What follows belongs to an exercise in optimizing a design on an open flow for small area, a short achievable clock period and few clock cycles per item; a production flow would make more cautious choices. Function was checked by simulation only, so behaviour that the tests miss may differ from the original.

[design/flow/run.sh]
#!/bin/bash
# synth_recipe.tcl (not shown) runs the flow's synth.tcl, then flattens the netlist and writes it again
# the make line also repeats each setting of config.mk as NAME=value (left out here)
make -C /OpenROAD-flow-scripts/flow DESIGN_CONFIG=/design/flow/config.mk WORK_HOME=/design/flow/orfs CLKGATE_MAP_FILE= SYNTH_SCRIPT=/design/flow/synth_recipe.tcl finish
[design/flow/config.mk]
export PLATFORM = sky130hd
export DESIGN_NAME = MGT_01_mul_unit
export DESIGN_NICKNAME = MGT_01_mul_unit
export VERILOG_FILES = /design/flow/design.v
export SDC_FILE = /design/flow/constraint.sdc
export NUM_CORES = 4
export LEC_CHECK = 0
export CAP_MARGIN = 20
export CORE_MARGIN = 2
export CORE_UTILIZATION = 55
export PLACE_DENSITY = 0.65
export SLEW_MARGIN = 20
export SYNTH_HIERARCHICAL = 1
export SYNTH_MINIMUM_KEEP_SIZE = 0
[design/flow/constraint.sdc]
create_clock -name core_clock -period 10.0 [get_ports {clk_i}]
set_input_delay 2.0000 -clock core_clock [delete_from_list [all_inputs] [get_ports {clk_i}]]
set_output_delay 2.0000 -clock core_clock [all_outputs]
set_load 0.01 [all_outputs]
[design/flow/design.v]
module MGT_01_booth_row
(
  input  logic [2:0]  digit_i,
  input  logic [33:0] y_i,
  output logic [33:0] pp_o,
  output logic        neg_o
);
  logic one, two;
  assign one   = digit_i[1] ^ digit_i[0];
  assign two   = (digit_i[2] & ~digit_i[1] & ~digit_i[0]) | (~digit_i[2] & digit_i[1] & digit_i[0]);
  assign neg_o = digit_i[2];
  genvar j;
  generate
    for (j = 0; j < 34; j++) begin : g_bit
      MGT_01_booth_bit u_bit (.one_i(one), .two_i(two), .neg_i(neg_o),
                              .y_i(y_i[j]), .ym1_i((j == 0) ? 1'b0 : y_i[(j == 0) ? 0 : j - 1]),
                              .pp_o(pp_o[j]));
    end
  endgenerate
endmodule
module MGT_01_booth_bit
(
  input  logic one_i, two_i, neg_i, y_i, ym1_i,
  output logic pp_o
);
  assign pp_o = ((one_i & y_i) | (two_i & ym1_i)) ^ neg_i;
endmodule
module MGT_01_fa
(
  input  logic a_i, b_i, c_i,
  output logic s_o, c_o
);
  assign s_o = a_i ^ b_i ^ c_i;
  assign c_o = (a_i & b_i) | (a_i & c_i) | (b_i & c_i);
endmodule
module MGT_01_ha
(
  input  logic a_i, b_i,
  output logic s_o, c_o
);
  assign s_o = a_i ^ b_i;
  assign c_o = a_i & b_i;
endmodule
module MGT_01_mul_unit
(  
  input  logic signed [31:0]       multiplier_i, multiplicand_i,
  input  logic                     clk_i, clk_en_i,                
  input  logic                     rst_n_i,                        
  input  logic [1:0]               operation_i,
  output logic signed [31:0]       result_o,
  output logic                     valid_o
);
  localparam int K = 4;
  logic [31:0]     b_q;       
  logic            bs_q;      
  logic            mul_q;     
  logic            corr_q;    
  logic [8:0]      d_q;       
  logic [2:0]      cnt_q;
  logic            valid_q;
  logic [32:0]     s_q, c_q;  
  logic            cl_q;      
  logic [31:0]     res_q;
  logic [2:0]      sel;
  assign sel = cnt_q;
  always_ff @(posedge clk_i) begin
    b_q    <= multiplicand_i;
    bs_q   <= (operation_i == 2'b01) & multiplicand_i[31];
    mul_q  <= (operation_i == 2'b00);
    corr_q <= operation_i[1] & operation_i[0] & multiplier_i[31];
    if (clk_en_i)
    case (sel[1:0])
      0: d_q <= {multiplier_i[7:0], 1'b0};
      1: d_q <= {multiplier_i[15:8], multiplier_i[7]};
      2: d_q <= {multiplier_i[23:16], multiplier_i[15]};
      3: d_q <= {multiplier_i[31:24], multiplier_i[23]};
      default: d_q <= '0;
    endcase
  end
  logic [33:0] y;
  assign y = {bs_q, bs_q, b_q};
  logic [3:0]       neg;
  logic [3:0][33:0] pp;
  genvar gi;
  generate
    for (gi = 0; gi < 4; gi++) begin : g_row
      MGT_01_booth_row u_row (.digit_i(d_q[2*gi+2:2*gi]), .y_i(y), .pp_o(pp[gi]), .neg_o(neg[gi]));
    end
  endgenerate
  logic t0_s, t0_c;
  MGT_01_ha u_ha0 (.a_i(c_q[6]), .b_i(s_q[6]), .s_o(t0_s), .c_o(t0_c));
  logic t1_s, t1_c;
  MGT_01_ha u_ha1 (.a_i(c_q[7]), .b_i(s_q[7]), .s_o(t1_s), .c_o(t1_c));
  logic t2_s, t2_c;
  MGT_01_ha u_ha2 (.a_i(c_q[8]), .b_i(s_q[8]), .s_o(t2_s), .c_o(t2_c));
  logic t3_s, t3_c;
  MGT_01_ha u_ha3 (.a_i(c_q[9]), .b_i(s_q[9]), .s_o(t3_s), .c_o(t3_c));
  logic t4_s, t4_c;
  MGT_01_ha u_ha4 (.a_i(c_q[10]), .b_i(s_q[10]), .s_o(t4_s), .c_o(t4_c));
  logic t5_s, t5_c;
  MGT_01_ha u_ha5 (.a_i(c_q[11]), .b_i(s_q[11]), .s_o(t5_s), .c_o(t5_c));
  logic t6_s, t6_c;
  MGT_01_ha u_ha6 (.a_i(c_q[12]), .b_i(s_q[12]), .s_o(t6_s), .c_o(t6_c));
  logic t7_s, t7_c;
  MGT_01_ha u_ha7 (.a_i(c_q[13]), .b_i(s_q[13]), .s_o(t7_s), .c_o(t7_c));
  logic t8_s, t8_c;
  MGT_01_ha u_ha8 (.a_i(c_q[14]), .b_i(s_q[14]), .s_o(t8_s), .c_o(t8_c));
  logic t9_s, t9_c;
  MGT_01_ha u_ha9 (.a_i(c_q[15]), .b_i(s_q[15]), .s_o(t9_s), .c_o(t9_c));
  logic t10_s, t10_c;
  MGT_01_ha u_ha10 (.a_i(c_q[16]), .b_i(s_q[16]), .s_o(t10_s), .c_o(t10_c));
  logic t11_s, t11_c;
  MGT_01_ha u_ha11 (.a_i(c_q[17]), .b_i(s_q[17]), .s_o(t11_s), .c_o(t11_c));
  logic t12_s, t12_c;
  MGT_01_ha u_ha12 (.a_i(c_q[18]), .b_i(s_q[18]), .s_o(t12_s), .c_o(t12_c));
  logic t13_s, t13_c;
  MGT_01_ha u_ha13 (.a_i(c_q[19]), .b_i(s_q[19]), .s_o(t13_s), .c_o(t13_c));
  logic t14_s, t14_c;
  MGT_01_ha u_ha14 (.a_i(c_q[20]), .b_i(s_q[20]), .s_o(t14_s), .c_o(t14_c));
  logic t15_s, t15_c;
  MGT_01_ha u_ha15 (.a_i(c_q[21]), .b_i(s_q[21]), .s_o(t15_s), .c_o(t15_c));
  logic t16_s, t16_c;
  MGT_01_ha u_ha16 (.a_i(c_q[22]), .b_i(s_q[22]), .s_o(t16_s), .c_o(t16_c));
  logic t17_s, t17_c;
  MGT_01_ha u_ha17 (.a_i(c_q[23]), .b_i(s_q[23]), .s_o(t17_s), .c_o(t17_c));
  logic t18_s, t18_c;
  MGT_01_ha u_ha18 (.a_i(c_q[24]), .b_i(s_q[24]), .s_o(t18_s), .c_o(t18_c));
  logic t19_s, t19_c;
  MGT_01_ha u_ha19 (.a_i(c_q[25]), .b_i(s_q[25]), .s_o(t19_s), .c_o(t19_c));
  logic t20_s, t20_c;
  MGT_01_ha u_ha20 (.a_i(c_q[26]), .b_i(s_q[26]), .s_o(t20_s), .c_o(t20_c));
  logic t21_s, t21_c;
  MGT_01_ha u_ha21 (.a_i(c_q[27]), .b_i(s_q[27]), .s_o(t21_s), .c_o(t21_c));
  logic t22_s, t22_c;
  MGT_01_ha u_ha22 (.a_i(c_q[28]), .b_i(s_q[28]), .s_o(t22_s), .c_o(t22_c));
  logic t23_s, t23_c;
  MGT_01_ha u_ha23 (.a_i(c_q[29]), .b_i(s_q[29]), .s_o(t23_s), .c_o(t23_c));
  logic t24_s, t24_c;
  MGT_01_ha u_ha24 (.a_i(c_q[30]), .b_i(s_q[30]), .s_o(t24_s), .c_o(t24_c));
  logic t25_s, t25_c;
  MGT_01_ha u_ha25 (.a_i(c_q[31]), .b_i(s_q[31]), .s_o(t25_s), .c_o(t25_c));
  logic t26_s, t26_c;
  MGT_01_ha u_ha26 (.a_i(c_q[32]), .b_i(s_q[32]), .s_o(t26_s), .c_o(t26_c));
  logic t27_s, t27_c;
  MGT_01_ha u_ha27 (.a_i(c_q[2]), .b_i(s_q[2]), .s_o(t27_s), .c_o(t27_c));
  logic t28_s, t28_c;
  MGT_01_ha u_ha28 (.a_i(c_q[3]), .b_i(s_q[3]), .s_o(t28_s), .c_o(t28_c));
  logic t29_s, t29_c;
  MGT_01_fa u_fa29 (.a_i(c_q[4]), .b_i(s_q[4]), .c_i(neg[2]), .s_o(t29_s), .c_o(t29_c));
  logic t30_s, t30_c;
  MGT_01_ha u_ha30 (.a_i(pp[0][4]), .b_i(pp[1][2]), .s_o(t30_s), .c_o(t30_c));
  logic t31_s, t31_c;
  MGT_01_fa u_fa31 (.a_i(c_q[5]), .b_i(s_q[5]), .c_i(pp[0][5]), .s_o(t31_s), .c_o(t31_c));
  logic t32_s, t32_c;
  MGT_01_ha u_ha32 (.a_i(pp[1][3]), .b_i(pp[2][1]), .s_o(t32_s), .c_o(t32_c));
  logic t33_s, t33_c;
  MGT_01_fa u_fa33 (.a_i(t0_s), .b_i(neg[3]), .c_i(pp[0][6]), .s_o(t33_s), .c_o(t33_c));
  logic t34_s, t34_c;
  MGT_01_fa u_fa34 (.a_i(pp[1][4]), .b_i(pp[2][2]), .c_i(pp[3][0]), .s_o(t34_s), .c_o(t34_c));
  logic t35_s, t35_c;
  MGT_01_fa u_fa35 (.a_i(t0_c), .b_i(t1_s), .c_i(pp[0][7]), .s_o(t35_s), .c_o(t35_c));
  logic t36_s, t36_c;
  MGT_01_fa u_fa36 (.a_i(pp[1][5]), .b_i(pp[2][3]), .c_i(pp[3][1]), .s_o(t36_s), .c_o(t36_c));
  logic t37_s, t37_c;
  MGT_01_fa u_fa37 (.a_i(t1_c), .b_i(t2_s), .c_i(pp[0][8]), .s_o(t37_s), .c_o(t37_c));
  logic t38_s, t38_c;
  MGT_01_fa u_fa38 (.a_i(pp[1][6]), .b_i(pp[2][4]), .c_i(pp[3][2]), .s_o(t38_s), .c_o(t38_c));
  logic t39_s, t39_c;
  MGT_01_fa u_fa39 (.a_i(t2_c), .b_i(t3_s), .c_i(pp[0][9]), .s_o(t39_s), .c_o(t39_c));
  logic t40_s, t40_c;
  MGT_01_fa u_fa40 (.a_i(pp[1][7]), .b_i(pp[2][5]), .c_i(pp[3][3]), .s_o(t40_s), .c_o(t40_c));
  logic t41_s, t41_c;
  MGT_01_fa u_fa41 (.a_i(t3_c), .b_i(t4_s), .c_i(pp[0][10]), .s_o(t41_s), .c_o(t41_c));
  logic t42_s, t42_c;
  MGT_01_fa u_fa42 (.a_i(pp[1][8]), .b_i(pp[2][6]), .c_i(pp[3][4]), .s_o(t42_s), .c_o(t42_c));
  logic t43_s, t43_c;
  MGT_01_fa u_fa43 (.a_i(t4_c), .b_i(t5_s), .c_i(pp[0][11]), .s_o(t43_s), .c_o(t43_c));
  logic t44_s, t44_c;
  MGT_01_fa u_fa44 (.a_i(pp[1][9]), .b_i(pp[2][7]), .c_i(pp[3][5]), .s_o(t44_s), .c_o(t44_c));
  logic t45_s, t45_c;
  MGT_01_fa u_fa45 (.a_i(t5_c), .b_i(t6_s), .c_i(pp[0][12]), .s_o(t45_s), .c_o(t45_c));
  logic t46_s, t46_c;
  MGT_01_fa u_fa46 (.a_i(pp[1][10]), .b_i(pp[2][8]), .c_i(pp[3][6]), .s_o(t46_s), .c_o(t46_c));
  logic t47_s, t47_c;
  MGT_01_fa u_fa47 (.a_i(t6_c), .b_i(t7_s), .c_i(pp[0][13]), .s_o(t47_s), .c_o(t47_c));
  logic t48_s, t48_c;
  MGT_01_fa u_fa48 (.a_i(pp[1][11]), .b_i(pp[2][9]), .c_i(pp[3][7]), .s_o(t48_s), .c_o(t48_c));
  logic t49_s, t49_c;
  MGT_01_fa u_fa49 (.a_i(t7_c), .b_i(t8_s), .c_i(pp[0][14]), .s_o(t49_s), .c_o(t49_c));
  logic t50_s, t50_c;
  MGT_01_fa u_fa50 (.a_i(pp[1][12]), .b_i(pp[2][10]), .c_i(pp[3][8]), .s_o(t50_s), .c_o(t50_c));
  logic t51_s, t51_c;
  MGT_01_fa u_fa51 (.a_i(t8_c), .b_i(t9_s), .c_i(pp[0][15]), .s_o(t51_s), .c_o(t51_c));
  logic t52_s, t52_c;
  MGT_01_fa u_fa52 (.a_i(pp[1][13]), .b_i(pp[2][11]), .c_i(pp[3][9]), .s_o(t52_s), .c_o(t52_c));
  logic t53_s, t53_c;
  MGT_01_fa u_fa53 (.a_i(t9_c), .b_i(t10_s), .c_i(pp[0][16]), .s_o(t53_s), .c_o(t53_c));
  logic t54_s, t54_c;
  MGT_01_fa u_fa54 (.a_i(pp[1][14]), .b_i(pp[2][12]), .c_i(pp[3][10]), .s_o(t54_s), .c_o(t54_c));
  logic t55_s, t55_c;
  MGT_01_fa u_fa55 (.a_i(t10_c), .b_i(t11_s), .c_i(pp[0][17]), .s_o(t55_s), .c_o(t55_c));
  logic t56_s, t56_c;
  MGT_01_fa u_fa56 (.a_i(pp[1][15]), .b_i(pp[2][13]), .c_i(pp[3][11]), .s_o(t56_s), .c_o(t56_c));
  logic t57_s, t57_c;
  MGT_01_fa u_fa57 (.a_i(t11_c), .b_i(t12_s), .c_i(pp[0][18]), .s_o(t57_s), .c_o(t57_c));
  logic t58_s, t58_c;
  MGT_01_fa u_fa58 (.a_i(pp[1][16]), .b_i(pp[2][14]), .c_i(pp[3][12]), .s_o(t58_s), .c_o(t58_c));
  logic t59_s, t59_c;
  MGT_01_fa u_fa59 (.a_i(t12_c), .b_i(t13_s), .c_i(pp[0][19]), .s_o(t59_s), .c_o(t59_c));
  logic t60_s, t60_c;
  MGT_01_fa u_fa60 (.a_i(pp[1][17]), .b_i(pp[2][15]), .c_i(pp[3][13]), .s_o(t60_s), .c_o(t60_c));
  logic t61_s, t61_c;
  MGT_01_fa u_fa61 (.a_i(t13_c), .b_i(t14_s), .c_i(pp[0][20]), .s_o(t61_s), .c_o(t61_c));
  logic t62_s, t62_c;
  MGT_01_fa u_fa62 (.a_i(pp[1][18]), .b_i(pp[2][16]), .c_i(pp[3][14]), .s_o(t62_s), .c_o(t62_c));
  logic t63_s, t63_c;
  MGT_01_fa u_fa63 (.a_i(t14_c), .b_i(t15_s), .c_i(pp[0][21]), .s_o(t63_s), .c_o(t63_c));
  logic t64_s, t64_c;
  MGT_01_fa u_fa64 (.a_i(pp[1][19]), .b_i(pp[2][17]), .c_i(pp[3][15]), .s_o(t64_s), .c_o(t64_c));
  logic t65_s, t65_c;
  MGT_01_fa u_fa65 (.a_i(t15_c), .b_i(t16_s), .c_i(pp[0][22]), .s_o(t65_s), .c_o(t65_c));
  logic t66_s, t66_c;
  MGT_01_fa u_fa66 (.a_i(pp[1][20]), .b_i(pp[2][18]), .c_i(pp[3][16]), .s_o(t66_s), .c_o(t66_c));
  logic t67_s, t67_c;
  MGT_01_fa u_fa67 (.a_i(t16_c), .b_i(t17_s), .c_i(pp[0][23]), .s_o(t67_s), .c_o(t67_c));
  logic t68_s, t68_c;
  MGT_01_fa u_fa68 (.a_i(pp[1][21]), .b_i(pp[2][19]), .c_i(pp[3][17]), .s_o(t68_s), .c_o(t68_c));
  logic t69_s, t69_c;
  MGT_01_fa u_fa69 (.a_i(t17_c), .b_i(t18_s), .c_i(pp[0][24]), .s_o(t69_s), .c_o(t69_c));
  logic t70_s, t70_c;
  MGT_01_fa u_fa70 (.a_i(pp[1][22]), .b_i(pp[2][20]), .c_i(pp[3][18]), .s_o(t70_s), .c_o(t70_c));
  logic t71_s, t71_c;
  MGT_01_fa u_fa71 (.a_i(t18_c), .b_i(t19_s), .c_i(pp[0][25]), .s_o(t71_s), .c_o(t71_c));
  logic t72_s, t72_c;
  MGT_01_fa u_fa72 (.a_i(pp[1][23]), .b_i(pp[2][21]), .c_i(pp[3][19]), .s_o(t72_s), .c_o(t72_c));
  logic t73_s, t73_c;
  MGT_01_fa u_fa73 (.a_i(t19_c), .b_i(t20_s), .c_i(pp[0][26]), .s_o(t73_s), .c_o(t73_c));
  logic t74_s, t74_c;
  MGT_01_fa u_fa74 (.a_i(pp[1][24]), .b_i(pp[2][22]), .c_i(pp[3][20]), .s_o(t74_s), .c_o(t74_c));
  logic t75_s, t75_c;
  MGT_01_fa u_fa75 (.a_i(t20_c), .b_i(t21_s), .c_i(pp[0][27]), .s_o(t75_s), .c_o(t75_c));
  logic t76_s, t76_c;
  MGT_01_fa u_fa76 (.a_i(pp[1][25]), .b_i(pp[2][23]), .c_i(pp[3][21]), .s_o(t76_s), .c_o(t76_c));
  logic t77_s, t77_c;
  MGT_01_fa u_fa77 (.a_i(t21_c), .b_i(t22_s), .c_i(pp[0][28]), .s_o(t77_s), .c_o(t77_c));
  logic t78_s, t78_c;
  MGT_01_fa u_fa78 (.a_i(pp[1][26]), .b_i(pp[2][24]), .c_i(pp[3][22]), .s_o(t78_s), .c_o(t78_c));
  logic t79_s, t79_c;
  MGT_01_fa u_fa79 (.a_i(t22_c), .b_i(t23_s), .c_i(pp[0][29]), .s_o(t79_s), .c_o(t79_c));
  logic t80_s, t80_c;
  MGT_01_fa u_fa80 (.a_i(pp[1][27]), .b_i(pp[2][25]), .c_i(pp[3][23]), .s_o(t80_s), .c_o(t80_c));
  logic t81_s, t81_c;
  MGT_01_fa u_fa81 (.a_i(t23_c), .b_i(t24_s), .c_i(pp[0][30]), .s_o(t81_s), .c_o(t81_c));
  logic t82_s, t82_c;
  MGT_01_fa u_fa82 (.a_i(pp[1][28]), .b_i(pp[2][26]), .c_i(pp[3][24]), .s_o(t82_s), .c_o(t82_c));
  logic t83_s, t83_c;
  MGT_01_fa u_fa83 (.a_i(t24_c), .b_i(t25_s), .c_i(pp[0][31]), .s_o(t83_s), .c_o(t83_c));
  logic t84_s, t84_c;
  MGT_01_fa u_fa84 (.a_i(pp[1][29]), .b_i(pp[2][27]), .c_i(pp[3][25]), .s_o(t84_s), .c_o(t84_c));
  logic t85_s, t85_c;
  MGT_01_fa u_fa85 (.a_i(t25_c), .b_i(t26_s), .c_i(pp[0][32]), .s_o(t85_s), .c_o(t85_c));
  logic t86_s, t86_c;
  MGT_01_fa u_fa86 (.a_i(pp[1][30]), .b_i(pp[2][28]), .c_i(pp[3][26]), .s_o(t86_s), .c_o(t86_c));
  logic t87_s, t87_c;
  MGT_01_fa u_fa87 (.a_i(t26_c), .b_i(pp[1][31]), .c_i(pp[2][29]), .s_o(t87_s), .c_o(t87_c));
  logic t88_s, t88_c;
  MGT_01_ha u_ha88 (.a_i(pp[3][27]), .b_i(~pp[0][33]), .s_o(t88_s), .c_o(t88_c));
  logic t89_s, t89_c;
  MGT_01_ha u_ha89 (.a_i(pp[1][32]), .b_i(pp[2][30]), .s_o(t89_s), .c_o(t89_c));
  logic t90_s, t90_c;
  MGT_01_ha u_ha90 (.a_i(c_q[0]), .b_i(s_q[0]), .s_o(t90_s), .c_o(t90_c));
  logic t91_s, t91_c;
  MGT_01_ha u_ha91 (.a_i(c_q[1]), .b_i(s_q[1]), .s_o(t91_s), .c_o(t91_c));
  logic t92_s, t92_c;
  MGT_01_fa u_fa92 (.a_i(t27_s), .b_i(neg[1]), .c_i(pp[0][2]), .s_o(t92_s), .c_o(t92_c));
  logic t93_s, t93_c;
  MGT_01_fa u_fa93 (.a_i(t27_c), .b_i(t28_s), .c_i(pp[0][3]), .s_o(t93_s), .c_o(t93_c));
  logic t94_s, t94_c;
  MGT_01_fa u_fa94 (.a_i(t28_c), .b_i(pp[2][0]), .c_i(t29_s), .s_o(t94_s), .c_o(t94_c));
  logic t95_s, t95_c;
  MGT_01_fa u_fa95 (.a_i(t29_c), .b_i(t30_c), .c_i(t32_s), .s_o(t95_s), .c_o(t95_c));
  logic t96_s, t96_c;
  MGT_01_fa u_fa96 (.a_i(t32_c), .b_i(t31_c), .c_i(t33_s), .s_o(t96_s), .c_o(t96_c));
  logic t97_s, t97_c;
  MGT_01_fa u_fa97 (.a_i(t33_c), .b_i(t34_c), .c_i(t35_s), .s_o(t97_s), .c_o(t97_c));
  logic t98_s, t98_c;
  MGT_01_fa u_fa98 (.a_i(t35_c), .b_i(t36_c), .c_i(t37_s), .s_o(t98_s), .c_o(t98_c));
  logic t99_s, t99_c;
  MGT_01_fa u_fa99 (.a_i(t37_c), .b_i(t38_c), .c_i(t39_s), .s_o(t99_s), .c_o(t99_c));
  logic t100_s, t100_c;
  MGT_01_fa u_fa100 (.a_i(t39_c), .b_i(t40_c), .c_i(t41_s), .s_o(t100_s), .c_o(t100_c));
  logic t101_s, t101_c;
  MGT_01_fa u_fa101 (.a_i(t41_c), .b_i(t42_c), .c_i(t43_s), .s_o(t101_s), .c_o(t101_c));
  logic t102_s, t102_c;
  MGT_01_fa u_fa102 (.a_i(t43_c), .b_i(t44_c), .c_i(t45_s), .s_o(t102_s), .c_o(t102_c));
  logic t103_s, t103_c;
  MGT_01_fa u_fa103 (.a_i(t45_c), .b_i(t46_c), .c_i(t47_s), .s_o(t103_s), .c_o(t103_c));
  logic t104_s, t104_c;
  MGT_01_fa u_fa104 (.a_i(t47_c), .b_i(t48_c), .c_i(t49_s), .s_o(t104_s), .c_o(t104_c));
  logic t105_s, t105_c;
  MGT_01_fa u_fa105 (.a_i(t49_c), .b_i(t50_c), .c_i(t51_s), .s_o(t105_s), .c_o(t105_c));
  logic t106_s, t106_c;
  MGT_01_fa u_fa106 (.a_i(t51_c), .b_i(t52_c), .c_i(t53_s), .s_o(t106_s), .c_o(t106_c));
  logic t107_s, t107_c;
  MGT_01_fa u_fa107 (.a_i(t53_c), .b_i(t54_c), .c_i(t55_s), .s_o(t107_s), .c_o(t107_c));
  logic t108_s, t108_c;
  MGT_01_fa u_fa108 (.a_i(t55_c), .b_i(t56_c), .c_i(t57_s), .s_o(t108_s), .c_o(t108_c));
  logic t109_s, t109_c;
  MGT_01_fa u_fa109 (.a_i(t57_c), .b_i(t58_c), .c_i(t59_s), .s_o(t109_s), .c_o(t109_c));
  logic t110_s, t110_c;
  MGT_01_fa u_fa110 (.a_i(t59_c), .b_i(t60_c), .c_i(t61_s), .s_o(t110_s), .c_o(t110_c));
  logic t111_s, t111_c;
  MGT_01_fa u_fa111 (.a_i(t61_c), .b_i(t62_c), .c_i(t63_s), .s_o(t111_s), .c_o(t111_c));
  logic t112_s, t112_c;
  MGT_01_fa u_fa112 (.a_i(t63_c), .b_i(t64_c), .c_i(t65_s), .s_o(t112_s), .c_o(t112_c));
  logic t113_s, t113_c;
  MGT_01_fa u_fa113 (.a_i(t65_c), .b_i(t66_c), .c_i(t67_s), .s_o(t113_s), .c_o(t113_c));
  logic t114_s, t114_c;
  MGT_01_fa u_fa114 (.a_i(t67_c), .b_i(t68_c), .c_i(t69_s), .s_o(t114_s), .c_o(t114_c));
  logic t115_s, t115_c;
  MGT_01_fa u_fa115 (.a_i(t69_c), .b_i(t70_c), .c_i(t71_s), .s_o(t115_s), .c_o(t115_c));
  logic t116_s, t116_c;
  MGT_01_fa u_fa116 (.a_i(t71_c), .b_i(t72_c), .c_i(t73_s), .s_o(t116_s), .c_o(t116_c));
  logic t117_s, t117_c;
  MGT_01_fa u_fa117 (.a_i(t73_c), .b_i(t74_c), .c_i(t75_s), .s_o(t117_s), .c_o(t117_c));
  logic t118_s, t118_c;
  MGT_01_fa u_fa118 (.a_i(t75_c), .b_i(t76_c), .c_i(t77_s), .s_o(t118_s), .c_o(t118_c));
  logic t119_s, t119_c;
  MGT_01_fa u_fa119 (.a_i(t77_c), .b_i(t78_c), .c_i(t79_s), .s_o(t119_s), .c_o(t119_c));
  logic t120_s, t120_c;
  MGT_01_fa u_fa120 (.a_i(t79_c), .b_i(t80_c), .c_i(t81_s), .s_o(t120_s), .c_o(t120_c));
  logic t121_s, t121_c;
  MGT_01_fa u_fa121 (.a_i(t81_c), .b_i(t82_c), .c_i(t83_s), .s_o(t121_s), .c_o(t121_c));
  logic t122_s, t122_c;
  MGT_01_fa u_fa122 (.a_i(t83_c), .b_i(t84_c), .c_i(t85_s), .s_o(t122_s), .c_o(t122_c));
  logic t123_s, t123_c;
  MGT_01_fa u_fa123 (.a_i(t88_s), .b_i(t85_c), .c_i(t86_c), .s_o(t123_s), .c_o(t123_c));
  logic t124_s, t124_c;
  MGT_01_fa u_fa124 (.a_i(pp[3][28]), .b_i(t88_c), .c_i(t89_s), .s_o(t124_s), .c_o(t124_c));
  logic t125_s, t125_c;
  MGT_01_fa u_fa125 (.a_i(pp[2][31]), .b_i(pp[3][29]), .c_i(~pp[1][33]), .s_o(t125_s), .c_o(t125_c));
  logic t126_s, t126_c;
  MGT_01_ha u_ha126 (.a_i(t90_s), .b_i(neg[0]), .s_o(t126_s), .c_o(t126_c));
  logic t127_s, t127_c;
  MGT_01_fa u_fa127 (.a_i(t90_c), .b_i(t91_s), .c_i(pp[0][1]), .s_o(t127_s), .c_o(t127_c));
  logic t128_s, t128_c;
  MGT_01_fa u_fa128 (.a_i(t91_c), .b_i(pp[1][0]), .c_i(t92_s), .s_o(t128_s), .c_o(t128_c));
  logic t129_s, t129_c;
  MGT_01_fa u_fa129 (.a_i(pp[1][1]), .b_i(t92_c), .c_i(t93_s), .s_o(t129_s), .c_o(t129_c));
  logic t130_s, t130_c;
  MGT_01_fa u_fa130 (.a_i(t30_s), .b_i(t93_c), .c_i(t94_s), .s_o(t130_s), .c_o(t130_c));
  logic t131_s, t131_c;
  MGT_01_fa u_fa131 (.a_i(t94_c), .b_i(t31_s), .c_i(t95_s), .s_o(t131_s), .c_o(t131_c));
  logic t132_s, t132_c;
  MGT_01_fa u_fa132 (.a_i(t34_s), .b_i(t95_c), .c_i(t96_s), .s_o(t132_s), .c_o(t132_c));
  logic t133_s, t133_c;
  MGT_01_fa u_fa133 (.a_i(t36_s), .b_i(t96_c), .c_i(t97_s), .s_o(t133_s), .c_o(t133_c));
  logic t134_s, t134_c;
  MGT_01_fa u_fa134 (.a_i(t38_s), .b_i(t97_c), .c_i(t98_s), .s_o(t134_s), .c_o(t134_c));
  logic t135_s, t135_c;
  MGT_01_fa u_fa135 (.a_i(t40_s), .b_i(t98_c), .c_i(t99_s), .s_o(t135_s), .c_o(t135_c));
  logic t136_s, t136_c;
  MGT_01_fa u_fa136 (.a_i(t42_s), .b_i(t99_c), .c_i(t100_s), .s_o(t136_s), .c_o(t136_c));
  logic t137_s, t137_c;
  MGT_01_fa u_fa137 (.a_i(t44_s), .b_i(t100_c), .c_i(t101_s), .s_o(t137_s), .c_o(t137_c));
  logic t138_s, t138_c;
  MGT_01_fa u_fa138 (.a_i(t46_s), .b_i(t101_c), .c_i(t102_s), .s_o(t138_s), .c_o(t138_c));
  logic t139_s, t139_c;
  MGT_01_fa u_fa139 (.a_i(t48_s), .b_i(t102_c), .c_i(t103_s), .s_o(t139_s), .c_o(t139_c));
  logic t140_s, t140_c;
  MGT_01_fa u_fa140 (.a_i(t50_s), .b_i(t103_c), .c_i(t104_s), .s_o(t140_s), .c_o(t140_c));
  logic t141_s, t141_c;
  MGT_01_fa u_fa141 (.a_i(t52_s), .b_i(t104_c), .c_i(t105_s), .s_o(t141_s), .c_o(t141_c));
  logic t142_s, t142_c;
  MGT_01_fa u_fa142 (.a_i(t54_s), .b_i(t105_c), .c_i(t106_s), .s_o(t142_s), .c_o(t142_c));
  logic t143_s, t143_c;
  MGT_01_fa u_fa143 (.a_i(t56_s), .b_i(t106_c), .c_i(t107_s), .s_o(t143_s), .c_o(t143_c));
  logic t144_s, t144_c;
  MGT_01_fa u_fa144 (.a_i(t58_s), .b_i(t107_c), .c_i(t108_s), .s_o(t144_s), .c_o(t144_c));
  logic t145_s, t145_c;
  MGT_01_fa u_fa145 (.a_i(t60_s), .b_i(t108_c), .c_i(t109_s), .s_o(t145_s), .c_o(t145_c));
  logic t146_s, t146_c;
  MGT_01_fa u_fa146 (.a_i(t62_s), .b_i(t109_c), .c_i(t110_s), .s_o(t146_s), .c_o(t146_c));
  logic t147_s, t147_c;
  MGT_01_fa u_fa147 (.a_i(t64_s), .b_i(t110_c), .c_i(t111_s), .s_o(t147_s), .c_o(t147_c));
  logic t148_s, t148_c;
  MGT_01_fa u_fa148 (.a_i(t66_s), .b_i(t111_c), .c_i(t112_s), .s_o(t148_s), .c_o(t148_c));
  logic t149_s, t149_c;
  MGT_01_fa u_fa149 (.a_i(t68_s), .b_i(t112_c), .c_i(t113_s), .s_o(t149_s), .c_o(t149_c));
  logic t150_s, t150_c;
  MGT_01_fa u_fa150 (.a_i(t70_s), .b_i(t113_c), .c_i(t114_s), .s_o(t150_s), .c_o(t150_c));
  logic t151_s, t151_c;
  MGT_01_fa u_fa151 (.a_i(t72_s), .b_i(t114_c), .c_i(t115_s), .s_o(t151_s), .c_o(t151_c));
  logic t152_s, t152_c;
  MGT_01_fa u_fa152 (.a_i(t74_s), .b_i(t115_c), .c_i(t116_s), .s_o(t152_s), .c_o(t152_c));
  logic t153_s, t153_c;
  MGT_01_fa u_fa153 (.a_i(t76_s), .b_i(t116_c), .c_i(t117_s), .s_o(t153_s), .c_o(t153_c));
  logic t154_s, t154_c;
  MGT_01_fa u_fa154 (.a_i(t78_s), .b_i(t117_c), .c_i(t118_s), .s_o(t154_s), .c_o(t154_c));
  logic t155_s, t155_c;
  MGT_01_fa u_fa155 (.a_i(t80_s), .b_i(t118_c), .c_i(t119_s), .s_o(t155_s), .c_o(t155_c));
  logic t156_s, t156_c;
  MGT_01_fa u_fa156 (.a_i(t82_s), .b_i(t119_c), .c_i(t120_s), .s_o(t156_s), .c_o(t156_c));
  logic t157_s, t157_c;
  MGT_01_fa u_fa157 (.a_i(t84_s), .b_i(t120_c), .c_i(t121_s), .s_o(t157_s), .c_o(t157_c));
  logic t158_s, t158_c;
  MGT_01_fa u_fa158 (.a_i(t86_s), .b_i(t121_c), .c_i(t122_s), .s_o(t158_s), .c_o(t158_c));
  logic t159_s, t159_c;
  MGT_01_fa u_fa159 (.a_i(t87_s), .b_i(t122_c), .c_i(t123_s), .s_o(t159_s), .c_o(t159_c));
  logic t160_s, t160_c;
  MGT_01_fa u_fa160 (.a_i(t87_c), .b_i(t123_c), .c_i(t124_s), .s_o(t160_s), .c_o(t160_c));
  logic t161_s, t161_c;
  MGT_01_fa u_fa161 (.a_i(t89_c), .b_i(t125_s), .c_i(t124_c), .s_o(t161_s), .c_o(t161_c));
  logic t162_s, t162_c;
  MGT_01_fa u_fa162 (.a_i(pp[2][32]), .b_i(pp[3][30]), .c_i(t125_c), .s_o(t162_s), .c_o(t162_c));
  logic t163_s, t163_c;
  MGT_01_ha u_ha163 (.a_i(pp[3][31]), .b_i(~pp[2][33]), .s_o(t163_s), .c_o(t163_c));
  logic [40:0] row_a, row_b;
  assign row_a = {1'b0, ~pp[3][33], pp[3][32], t163_s, t162_s, t161_s, t160_s, t159_s, t158_s, t157_s, t156_s, t155_s, t154_s, t153_s, t152_s, t151_s, t150_s, t149_s, t148_s, t147_s, t146_s, t145_s, t144_s, t143_s, t142_s, t141_s, t140_s, t139_s, t138_s, t137_s, t136_s, t135_s, t134_s, t133_s, t132_s, t131_s, t130_s, t129_s, t128_s, t127_s, pp[0][0]};
  assign row_b = {1'b0, 1'b0, t163_c, t162_c, t161_c, t160_c, t159_c, t158_c, t157_c, t156_c, t155_c, t154_c, t153_c, t152_c, t151_c, t150_c, t149_c, t148_c, t147_c, t146_c, t145_c, t144_c, t143_c, t142_c, t141_c, t140_c, t139_c, t138_c, t137_c, t136_c, t135_c, t134_c, t133_c, t132_c, t131_c, t130_c, t129_c, t128_c, t127_c, t126_c, t126_s};
  logic [8:0] low;
  assign low = {1'b0, row_a[7:0]} + {1'b0, row_b[7:0]} + {8'b0, cl_q};
  logic [31:0] hi;
  assign hi = s_q[31:0] + c_q[31:0] + 32'h55555556 + (corr_q ? b_q : 32'b0) + {31'b0, cl_q};
  logic compute;
  assign compute = (cnt_q != 0) & (cnt_q <= K);
  always_ff @(posedge clk_i) begin
    if (!rst_n_i) begin
      cnt_q   <= '0;
      valid_q <= 1'b0;
    end else if (clk_en_i) begin
      if (valid_q) begin
        cnt_q   <= '0;
        valid_q <= 1'b0;
      end else begin
        cnt_q   <= cnt_q + 1'b1;
        valid_q <= (cnt_q == K) ? mul_q : (cnt_q == K + 1);
      end
    end
  end
  always_ff @(posedge clk_i) begin
    if (clk_en_i) begin
      if (cnt_q == 0) begin
        s_q  <= '0;
        c_q  <= '0;
        cl_q <= 1'b0;
      end else if (compute) begin
        s_q  <= row_a[40:8];
        c_q  <= row_b[40:8];
        cl_q <= low[8];
      end
      if (compute)
        res_q <= {low[7:0], res_q[31:8]};
      else if (cnt_q == K + 1 && !mul_q)
        res_q <= hi;
    end
  end
  assign result_o = res_q;
  assign valid_o  = valid_q;
endmodule
==> run notes <==
## cell usage after synthesis (all sizes together) (3+ instances only)
| library cell | count |
|---|---|
| fa | 161 |
| xnor2 | 150 |
| a22oi | 137 |
| inv | 127 |
| ha | 112 |
| edfxtp | 105 |
| nand2 | 74 |
| nor2b | 69 |
| dfxtp | 39 |
| o21ai | 39 |
| nor2 | 33 |
| a21oi | 32 |
| clkbuf | 28 |
| and2 | 21 |
| xor2 | 17 |
| a21o | 16 |
| a31oi | 11 |
| nand3 | 11 |
| buf | 10 |
| nand2b | 10 |
| nor3 | 10 |
| a222oi | 9 |
| o21a | 7 |
| o22ai | 7 |
| nand4 | 6 |
| conb | 5 |
| o31ai | 5 |
| a21boi | 4 |
| nor4 | 4 |
| o21bai | 4 |
| a211oi | 3 |
| and3 | 3 |
| mux2 | 3 |
| mux2i | 3 |
| nor3b | 3 |
| nor4b | 3 |
## cell families after synthesis
group / Yosys count / share of synthesized area, %
AOI/OAI and AO/OA: 293 / 18.8
xor gates and xnor gates: 167 / 9.84
adders and majority gates: 273 / 31.1
buffers and inverters: 166 / 4.43
DFF: 144 / 26.5
muxes: 6 / 0.429
other: 5 / 0.126
and+or+nand+nor: 254 / 8.84
## metal layers
| layer | global-route usage (%) | routed length, µm |
|---|---|---|
| met1 | 35.7 | 16200 |
| met2 | 49.3 | 19400 |
| met3 | 4.14 | 1690 |
| met4 | 7.95 | 936 |
| met5 | 0 | 0 |
## state kept, by name, summed over array words and instances, names as in the netlist, 3 cells and up
register and flops:
res_q 32, d_q 9, cnt_q 3, c_q 31, s_q 32, b_q 32
## worst paths after layout
kind,start,end,slack [ps]
worst max-delay path,d_q[4],res_q[31],5060
worst max register to register,d_q[4],res_q[31],5060
worst min register to register,res_q[14],res_q[6],560
worst min-delay path,res_q[14],res_q[6],560
## critical path, cell delays in order (launching register included)
cell and delay [ps]:
edfxtp_1 320, buf_4 570, nand2_1 210, o22ai_4 640, buf_4 410, a22oi_2 100, xnor2_1 160, ha_1 310
fa_1 500, fa_1 420, ha_1 320, o21ai_0 240, o21bai_1 120, xnor2_1 150, mux2i_1 80
## area by class of cell
class                   instances  area [µm²]
inverters                     128         480
fillers                      2153        9700
clock inverters                10         134
flip-flops and latches        144        3930
well taps                     341         427
clock buffers                  22         518
multi-input cells            1000       10400
repair buffers                118        1140
## Yosys stat by module, one instance, submodules excluded
module,flip-flops and latches,times used
MGT_01_booth_bit,0,136
MGT_01_booth_row,0,4
MGT_01_fa,0,127
MGT_01_ha,0,37
MGT_01_mul_unit,144,1
## stage by stage
step	setup WS [ps]	std cells
CTS	5110	1763
global placement	5190	1731
finish	5060	1763
detailed placement	5140	1731
global route	4780	1763
floorplan	3530	1310
==> flow_results.org <==
** Run status
- The flow ran to the end and the layout has no timing, DRC or antenna violations.

** Clocking
- Master cell of the clock root buffer :: clkbuf_16
- TritonCTS built the clock tree.
- After clock tree synthesis, the clock-pin slew on the worst setup and hold paths is 70 ps.
- The clock net in this run drives a total of 144 sinks.
- In this run the post-CTS setup repair buffer count came out at 0.
- Clock latency reported for the late side of the worst-skew pair :: 440 ps
- CTS-repair resized insts :: 0
- The H-tree was split into 4 levels.
- In this run the deepest clock path goes through 2 buffers.
- CTS Buf Count :: 17
- Buffers inserted to repair hold after CTS numbered 0.

** Layout
- # diodes :: 0
- Most frequent cells in the layout :: 161 x fa_1, 150 x xnor2_1, 136 x a22oi_2
- Share of the core filled with cells in the final layout :: 63.7%
- Of the cells placed in the final design, the portion with a size suffix greater than 1 is 14.4%.
- Layout net count :: 1751
- Most common cell after layout, fill and taps aside :: fa_1
- The finished cells cover 17000 µm².
- Post-synthesis to final-layout area growth :: 14.5%

** Yosys
- The share of synthesized area in the top cell type comes to 21.7%.
- After synthesis, flip-flops and latches occupy 26.5% of the total area.
- After synthesis, the share of flip-flops with an asynchronous set or reset is 0%.
- Synthesis produced 1308 cells.
- The largest total area in the synthesized netlist belongs to fa_1.
- FF+latch count, synth :: 144
- A synthesized cell averages 11.4 µm².
- Yosys Warn Count :: 7
- After synthesis, the cell types taking the most area are fa_1 22%, edfxtp_1 21%, a22oi_2 11%.
- In the synthesized netlist the dominant register cell turns out to be edfxtp_1.
- The mapped netlist covers 14900 µm².
- The number of different library cells used by synthesis comes to 63.
- Counting flops with a built-in enable in the synthesized netlist gives 105.

** Timing
- Maximum frequency from static timing analysis :: 202 MHz
- Final hold analysis gives a worst-case slack of 560 ps.
- Setup repair after global routing left no endpoint under its margin.
- The number of max-slew violations in the final report came to 0.
- Max Clock Skew :: 18.8 ps
- Adding up every negative setup slack in the final design gives 0 ps.
- Remaining max-slew budget at the tightest pin :: 33.6%
- Final setup viols :: 0
- The final-report hold violation count is 0.
- Final worst path period need :: 4940 ps
- Slew @ Worst Pin :: 987 ps
- Final cycle utilization of the critical path :: 49.4%

** Job
- Total of max-cap violations :: 0

** Route
- Number of antenna-violating nets in the routed design :: 0
- After detailed routing, the total wire length is 38.2 mm.
- Total number of vias :: 10300
- Number of remaining DRC errors :: 0
- Detail-routed via count per cell :: 5.83
- Before antenna repair, the detailed router went through 6 iterations.
- Starting DRT DRC Count :: 764
- Wire per inst :: 21.7 µm

** Worst setup path
- STA classifies the critical path endpoint as a register.
- By startpoint and endpoint, the worst setup path is classified as register to register.
- CP arrival :: 5100 ps
- STA puts the critical path data required time at 10160 ps.
- STA classifies the critical path startpoint as a register.
- Worst Reg2Reg Path Length in Cells :: 14
- Along the worst path, the maximum fanout reaches 40.

** Global routing
- The first global-routing pass estimated 60.1 mm of wire.
- In the global route stage, overall resource usage came out at 27.9%.
- Global routing finished with a remaining overflow of 0.
- The initial antenna violation count is 0.
- Entering global routing, the biggest net connects 66 pins.
- The via count of the first global-routing pass came to 10800.

** Die
- Die height :: 168 µm
- Measured along the x axis, the die boundary spans 168 µm.
- Die area :: 28400 µm²
- Initial Util :: 55.6%
- Pin placement for this block handled 102 I/O pins.
- Floorplan core area :: 26700 µm²
- Number of core rows :: 60

** Worst hold path
- Cell count of the worst hold path :: 2
- The worst hold path belongs to the class register to register.

** Place
- Port buffer count :: 101
- Detailed placement ended at an HPWL of 29.1 mm.
- Total cell area at the placement stage :: 16400 µm²
- Routability Congestion :: 0.902
Testbench counts, summed over its fixed seeds: cycles 21,607, items 3,200.

## port drivers added, routing unchanged
How much do the figures lean on ideal ports? The routed layout below was timed once more, with nothing changed but the port constraints. Step 1, drivers: a clkbuf_16 drives clk_i and a buf_2 each remaining input, both assumed. Step 2 moves the port delays by t, midway between the first and last clock arrival at a register: inputs arrive t later, outputs are due t later. That takes back most of the time a late clock gives input paths. Slacks: ideal / step 1 / step 2; pairs: ideal / step 1.
t, ns: 0.478
setup slack, ns: 5.059 / 5.059 / 5.059
worst setup path at the end: register to register
worst slew at a driven data input, ns: 0.04
cell pins on the clock port's net: 1
After both steps setup and hold are still met in this run. For this run, drivers alone change the setup slack by 0.000 ns; drivers and shift together by 0.000 ns.
